Context: an optimization exercise on an open-source flow, tuned for small area, a short achievable clock period and few clock cycles per item. The choices shown serve that exercise and are no tape-out recipe.
In this exercise RTL edits were held to simulation tests only and were not proved equivalent to the original.

[flow/config.mk]
export PLATFORM = sky130hd
export DESIGN_NAME = speck_hash
export DESIGN_NICKNAME = speck_hash
export VERILOG_FILES = /design/flow/design.v
export SDC_FILE = /design/flow/constraint.sdc
export NUM_CORES = 4
export LEC_CHECK = 0
export CAP_MARGIN = 20
export CORE_MARGIN = 2
export CORE_UTILIZATION = 40
export SLEW_MARGIN = 20
[flow/constraint.sdc]
create_clock -name core_clock -period 5.0 [get_ports {clk}]
set_input_delay 1.0000 -clock core_clock [delete_from_list [all_inputs] [get_ports {clk}]]
set_output_delay 1.0000 -clock core_clock [all_outputs]
set_load 0.01 [all_outputs]
[flow/design.v]
`timescale 1ns / 1ps
module Adder(ain1,
             ain2,
             add_out
    );
    input [63:0] ain1;
    input [63:0] ain2;
    output [63:0] add_out;
    assign add_out = ain1+ain2;
endmodule
`timescale 1ns / 1ps
module Shift_left(in,
                  out
    );
    input[63:0] in;
    output[63:0] out;
    assign out = (in<<2);
endmodule
`timescale 1ns / 1ps
module Shift_right(in,
                   out
    );
    input[63:0] in;
    output[63:0] out;
    assign out = (in>>7);
endmodule
`timescale 1ns / 1ps
module mux2to1(in1,
               in2,
               ld,
               out
    );
    input[63:0] in1,in2;
    input ld;
    output reg [63:0] out;
    always@(*)
    begin
    if(!ld)
        out = in1;
    else
        out = in2;
    end
endmodule
`timescale 1ns / 1ps
module Reg_Speck(din,
                 dout,
                 clk,
                 reset
    );
    input[63:0] din;
    input clk,reset;
    output reg [63:0] dout;
    always @ (posedge clk or posedge reset)
    begin
         if (reset)
         dout<=64'd0;
         else
         dout<= din;
    end
endmodule
`timescale 1ns / 1ps
module speck_hash(X,
                  Y1,
                  H1,
                  K1,
                  start,
                  ready,
                  valid,
                  hout,
                  clk,
                  reset_reg
    );
    input [63:0] X,H1,K1,Y1;
    input clk,reset_reg;
    input start;
    output ready;
    output reg valid;
    output [63:0] hout;
    wire[63:0] mtoxw,mtoyw,mtokw,mtohw;
    wire[63:0] w1,w2,w3,w4,w5,w7,hk;
    wire[63:0] w21,w23,w24,w25,w26,ww;
    wire[63:0] w6,w8,H,H_final;
    reg busy;
    reg [3:0] cnt;
    wire ld, ld1;
    assign ready = ~busy;
    assign ld    = busy;
    assign ld1   = ~(cnt == 4'd8);
    always @(posedge clk or posedge reset_reg)
    begin
        if (reset_reg) begin
            busy  <= 1'b0;
            cnt   <= 4'd0;
            valid <= 1'b0;
        end else begin
            valid <= busy && (cnt == 4'd12);
            if (!busy) begin
                busy <= start;
                cnt  <= 4'd0;
            end else if (cnt == 4'd12) begin
                busy <= 1'b0;
                cnt  <= 4'd0;
            end else begin
                cnt  <= cnt + 4'd1;
            end
        end
    end
    mux2to1 m1(.in1(X),.in2(w6),.ld(ld),.out(mtoxw));
    mux2to1 m2(.in1(Y1),.in2(w8),.ld(ld),.out(mtoyw));
    mux2to1 mk(.in1(K1),.in2(w5),.ld(ld),.out(mtokw));
    mux2to1 mhh(.in1(H1),.in2(hk),.ld(ld),.out(mtohw));
    Reg_Speck   regx  (.din(mtoxw),.dout(w1),.clk(clk),.reset(reset_reg));
    Reg_Speck   regy  (.din(mtoyw),.dout(w2),.clk(clk),.reset(reset_reg));
    Reg_Speck   regk1 (.din(mtokw),.dout(w5),.clk(clk),.reset(reset_reg));
    Reg_Speck   regh1 (.din(mtohw),.dout(hk),.clk(clk),.reset(reset_reg));
    Shift_right sr  (.in(w1),.out(w3));
    Adder add       (.ain1(w3),.ain2(w2),.add_out(w4));
    assign w6 = w4^w5;
    Shift_left sl   (.in(w2),.out(w7));
    assign w8 = w6^w7;
    assign H = w1 ^ w2;
    assign H_final = H^hk;
    mux2to1 mh          (.in1(H_final),.in2(ww),.ld(ld1),.out(w21));
    Shift_right sr1     (.in(w21),.out(w23));
    Shift_left  sl1     (.in(w21),.out(w25));
    Adder     add1      (.ain1(w23),.ain2(w5),.add_out(w24));
    assign w26  = w24 ^ w25;
    Reg_Speck   addh    (.din(w26),.dout(ww),.clk(clk),.reset(reset_reg));
    Reg_Speck finalh (.din(ww),.dout(hout),.clk(clk),.reset(reset_reg));
endmodule
[flow/run.sh]
#!/bin/bash
# synth_recipe.tcl (not shown) runs the flow's synth.tcl, then flattens the netlist and writes it again
# the make line also repeats each setting of config.mk as NAME=value (left out here)
make -C /OpenROAD-flow-scripts/flow DESIGN_CONFIG=/design/flow/config.mk WORK_HOME=/design/flow/orfs CLKGATE_MAP_FILE= SYNTH_SCRIPT=/design/flow/synth_recipe.tcl finish
==> impl_summary.log <==
[metrics] WL/cell: 21.96 um
[metrics] number of top-level pins: 325
[metrics] global-route wire length before repair: 114400 um
[metrics] number of antenna diodes: 0
[metrics] most frequent cell on the critical path: sky130_fd_sc_hd__o21ai_0
[metrics] Initial Util: 0.4025
[metrics] post-route clock skew: 29.48 ps
[metrics] clock buffers created by TritonCTS: 46
[metrics] total of fill cells in the finished design: 5329
[metrics] min cycle time layout: 4619 ps
[metrics] Antenna Nets Post-Route: 0
[metrics] Crit path max-delay family: compound AO/OA/AOI/OAI gates
[metrics] share of post-route cells with drive strength above 1: 0.1158
[metrics] vias in the first global route: 19032
[metrics] DRC viols: 0
[metrics] chip width: 247.0 um
[metrics] crit-path max FO: 12
[metrics] worst min path class: reg -> reg
[metrics] sequential cell area fraction in the yosys report: 0.4132
[metrics] largest stage delay on the critical path: 430 ps
[metrics] Detailed Route WL: 75750 um
[metrics] type of the setup path with the least slack: reg -> reg
[metrics] Area growth syn-to-layout: 24.37%
[metrics] cell at the root of the clock tree: sky130_fd_sc_hd__clkbuf_16
[metrics] site row count: 89
[metrics] Hold Violations, Final: 0
[metrics] Worst path slowest cell: sky130_fd_sc_hd__fa_1
[metrics] CTS Buffer Depth: 3
[metrics] origin of the worst min-delay path: addh.dout[20]$_DFF_PP0_
[metrics] Achievable Freq: 216.5 MHz
[metrics] type of destination of the critical path: flop
[metrics] cell chain of the critical path: inv_1 > ha_1 > nand2_1 > or2_4 > o21ai_0 > ha_1 > inv_1 > fa_1 > nor2b_1 > o31a_1 > o21ai_0 > a211oi_1 > o21ai_0 > a211oi_1 > o21ai_0 > a21oi_1 > nor2_1 > xor2_1
[metrics] number of max-cap violations: 0
[metrics] share of synthesized registers carrying an async set or reset: 1.000
[metrics] Final #Nets: 3027
[metrics] half-perimeter wire length after placement: 60530 um
[metrics] setup repair after global routing missed its margin: no
[metrics] final total negative setup slack: 0 ps
[metrics] number of different library cells in the post-synthesis netlist: 78
[metrics] maximum number of pins on one net before global-route repair: 93
[metrics] gate count after technology mapping: 2324
[metrics] global-route total usage across every layer: 0.2470
[metrics] Die Span Y: 247.0 um
[metrics] cell area after synthesis: 23620 sq um
[metrics] # placed instances: 3363
[metrics] number of synthesized flops with an enable pin: 0
[metrics] flip-flop and latch count after synthesis: 390
[metrics] final RePlAce weighted congestion: 0.9492
[metrics] final count of pins violating max slew: 0
[metrics] Worst setup startpoint: cnt[0]$_DFF_PP0_
[metrics] detailed-router iteration count before antenna repair: 6
[metrics] crit start category: flop
[metrics] final cycle utilization of the critical path: 0.9239
[metrics] deepest level of the CTS H-tree: 2
[metrics] TritonCTS clock tree: done
[metrics] Synth warnings: 3
[metrics] Port Buffer Count: 324
[metrics] most common cell after layout, fill and taps aside: sky130_fd_sc_hd__dfrtp_1
[metrics] vias after detailed routing: 18629
[metrics] final instance count without filler cells: 3449
[metrics] Crit path required time: 5450 ps
[metrics] Clk pin slew, worst setup/hold paths: 60 ps
[metrics] outcome: complete, no violations
[metrics] number of antenna violations at the first check in global routing: 2
[metrics] worst path arrival time: 5070 ps
[metrics] count of final setup violators: 0
[metrics] Worst-Skew Late Latency: 590 ps
[metrics] number of clock sinks: 390
[metrics] most common flop cell mapped by yosys: sky130_fd_sc_hd__dfrtp_1
[metrics] post-detailed-route via-to-cell ratio: 5.401
[metrics] CP Buf/Inv Count: 2
[metrics] top library cells by usage in the layout, fill and taps aside: 389 x sky130_fd_sc_hd__dfrtp_1, 324 x sky130_fd_sc_hd__clkdlybuf4s50_1, 293 x sky130_fd_sc_hd__xnor2_1, 187 x sky130_fd_sc_hd__a21oi_1, 180 x sky130_fd_sc_hd__nand2_1
[metrics] area of the die: 61010 sq um
[metrics] Worst-Margin Slew: 1007 ps
[metrics] Relative slew margins: 0.3290
[metrics] DR iter-0 viols: 1144
[metrics] grt ovf: 0
[metrics] synthesized netlist net count: 2713
[metrics] worst reg2reg startpoint: cnt[0]$_DFF_PP0_
[metrics] Core Box Area: 58690 sq um
[metrics] syn_area_per_cell: 10.16 sq um
-- synth_stat cells, types with 11 or more instances --
master	count	area, sq um
sky130_fd_sc_hd__mux2i_1	21	210.2
sky130_fd_sc_hd__xnor2_1	293	2566
sky130_fd_sc_hd__o21a_1	20	150.1
sky130_fd_sc_hd__clkbuf_1	74	277.8
sky130_fd_sc_hd__nand4_1	23	143.9
sky130_fd_sc_hd__a21o_1	71	533.0
sky130_fd_sc_hd__and2_1	13	81.33
sky130_fd_sc_hd__o21ai_0	144	720.7
sky130_fd_sc_hd__nor3_1	34	170.2
sky130_fd_sc_hd__dfrtp_1	390	9759
sky130_fd_sc_hd__nor2b_1	14	87.58
sky130_fd_sc_hd__nand3_1	23	115.1
sky130_fd_sc_hd__a21oi_1	187	935.9
sky130_fd_sc_hd__xor2_1	118	1033
sky130_fd_sc_hd__nor2_1	141	529.3
sky130_fd_sc_hd__a31oi_1	14	87.58
sky130_fd_sc_hd__and3_1	22	137.6
sky130_fd_sc_hd__a211oi_1	16	120.1
sky130_fd_sc_hd__mux2_2	171	1926
sky130_fd_sc_hd__nand2_1	180	675.7
sky130_fd_sc_hd__inv_1	64	240.2
sky130_fd_sc_hd__o21bai_1	19	142.6
sky130_fd_sc_hd__o211ai_1	11	82.58
sky130_fd_sc_hd__ha_1	128	1602
-- path summary, 6_finish.rpt --
check / slack (ps) / depth (start not counted) / end
hold reg to reg: 380 / 0 / finalh.dout[20]$_DFF_PP0_
setup reg to reg: 380 / 18 / addh.dout[56]$_DFF_PP0_
max in group asynchronous: 2980 / 4 / addh.dout[20]$_DFF_PP0_
hold / removal: 380 / 0 / finalh.dout[20]$_DFF_PP0_
min in group asynchronous: 910 / 2 / regh1.dout[9]$_DFFE_PP0N_
setup / recovery: 380 / 18 / addh.dout[56]$_DFF_PP0_
-- per-layer routing --
| metal | track usage | vias to the layer above | share of wire |
|---|---|---|---|
| met1 | 0.3334 | 9197 | 0.44 |
| met5 | 0 | - | 0 |
| met4 | 0.06201 | 0 | 0.025 |
| met3 | 0.03484 | 106 | 0.051 |
| li1 | - | 8783 | - |
| met2 | 0.4165 | 543 | 0.49 |
-- metrics by stage --
| step | hold slack [ps] | worst slack [ps] | utilization | cell area, sq um |
|---|---|---|---|---|
| 6_report | 376.7 | 380.6 | 0.5005 | 29370 |
| 5_1_grt | 387.8 | 9.579 | 0.5005 | 29370 |
| 4_1_cts | 378.9 | 272.2 | 0.5004 | 29370 |
| 3_5_place_dp | 365.5 | 310.3 | 0.4726 | 27730 |
| 3_3_place_gp | 363.1 | 395.2 | 0.4726 | 27730 |
| 2_1_floorplan | 353.5 | -1246 | - | 23620 |
-- sequential cells by signal, indices dropped and copies added (netlist names) --
register / cells
cnt: 4
regk1.dout: 64
busy: 1
regy.dout: 64
addh.dout: 64
finalh.dout: 64
regh1.dout: 64
valid: 1
regx.dout: 64
-- worst reg2reg max path: stages (launching register included) --
cell	delay, ps
sky130_fd_sc_hd__dfrtp_1	410
sky130_fd_sc_hd__inv_1	90
sky130_fd_sc_hd__ha_1	190
sky130_fd_sc_hd__nand2_1	80
sky130_fd_sc_hd__or2_4	290
sky130_fd_sc_hd__o21ai_0	280
sky130_fd_sc_hd__ha_1	230
sky130_fd_sc_hd__inv_1	60
sky130_fd_sc_hd__fa_1	430
sky130_fd_sc_hd__nor2b_1	170
sky130_fd_sc_hd__o31a_1	170
sky130_fd_sc_hd__o21ai_0	180
sky130_fd_sc_hd__a211oi_1	370
sky130_fd_sc_hd__o21ai_0	180
sky130_fd_sc_hd__a211oi_1	400
sky130_fd_sc_hd__o21ai_0	220
sky130_fd_sc_hd__a21oi_1	370
sky130_fd_sc_hd__nor2_1	180
sky130_fd_sc_hd__xor2_1	190
-- repair_timing --
item                                    4_1_cts  5_1_grt
buffers inserted                              0        0
endpoints found under the setup margin        0        4
hold buffers                                  0        0
gates resized for setup                       0        6
endpoints found under the hold margin         0        0
-- cells by family after synthesis --
| logic type | count (synthesis) | synth area share |
|---|---|---|
| fa+ha+maj | 130 | 0.06950 |
| mux | 193 | 0.09106 |
| flops | 390 | 0.4132 |
| compound gates | 551 | 0.1468 |
| buf+inv | 151 | 0.02606 |
| simple gates | 491 | 0.09424 |
| xor+xnor | 418 | 0.1591 |
-- layout make-up --
cell class                 count  area (sq um)  share of cell area
multi-input combinational   1783         13250              0.4512
inverter                      64         244.0            0.008306
clock inverter                26         351.6             0.01197
timing repair buffer         353          3511              0.1195
sequential                   390          9763              0.3324
tap                          773         967.2             0.03293
clock buffer                  60          1284             0.04370
Testbench counts, summed over its fixed seeds: cycles 5,384, hashes 384.

## re-timing with driven ports
The results above use ideal ports. As a check the final layout listed here was re-extracted and re-timed, cells and wires unchanged. Step 1, drivers: a clkbuf_16 drives clk and a buf_2 each remaining input, both assumed. Step 2 moves the port delays by t, midway between the first and last clock arrival at a register: inputs arrive t later, outputs are due t later. That takes back most of the time a late clock gives input paths. Three values: no drivers, after step 1, after step 2; two values: the first two.
t (ns): 0.631
slack for setup (ns): 0.381 / 0.381 / 0.381
cell pins on the clock port's net: 1
After both steps setup and hold are still met in this run. For this run, drivers alone change the setup slack by 0.000 ns; drivers and shift together by 0.000 ns.
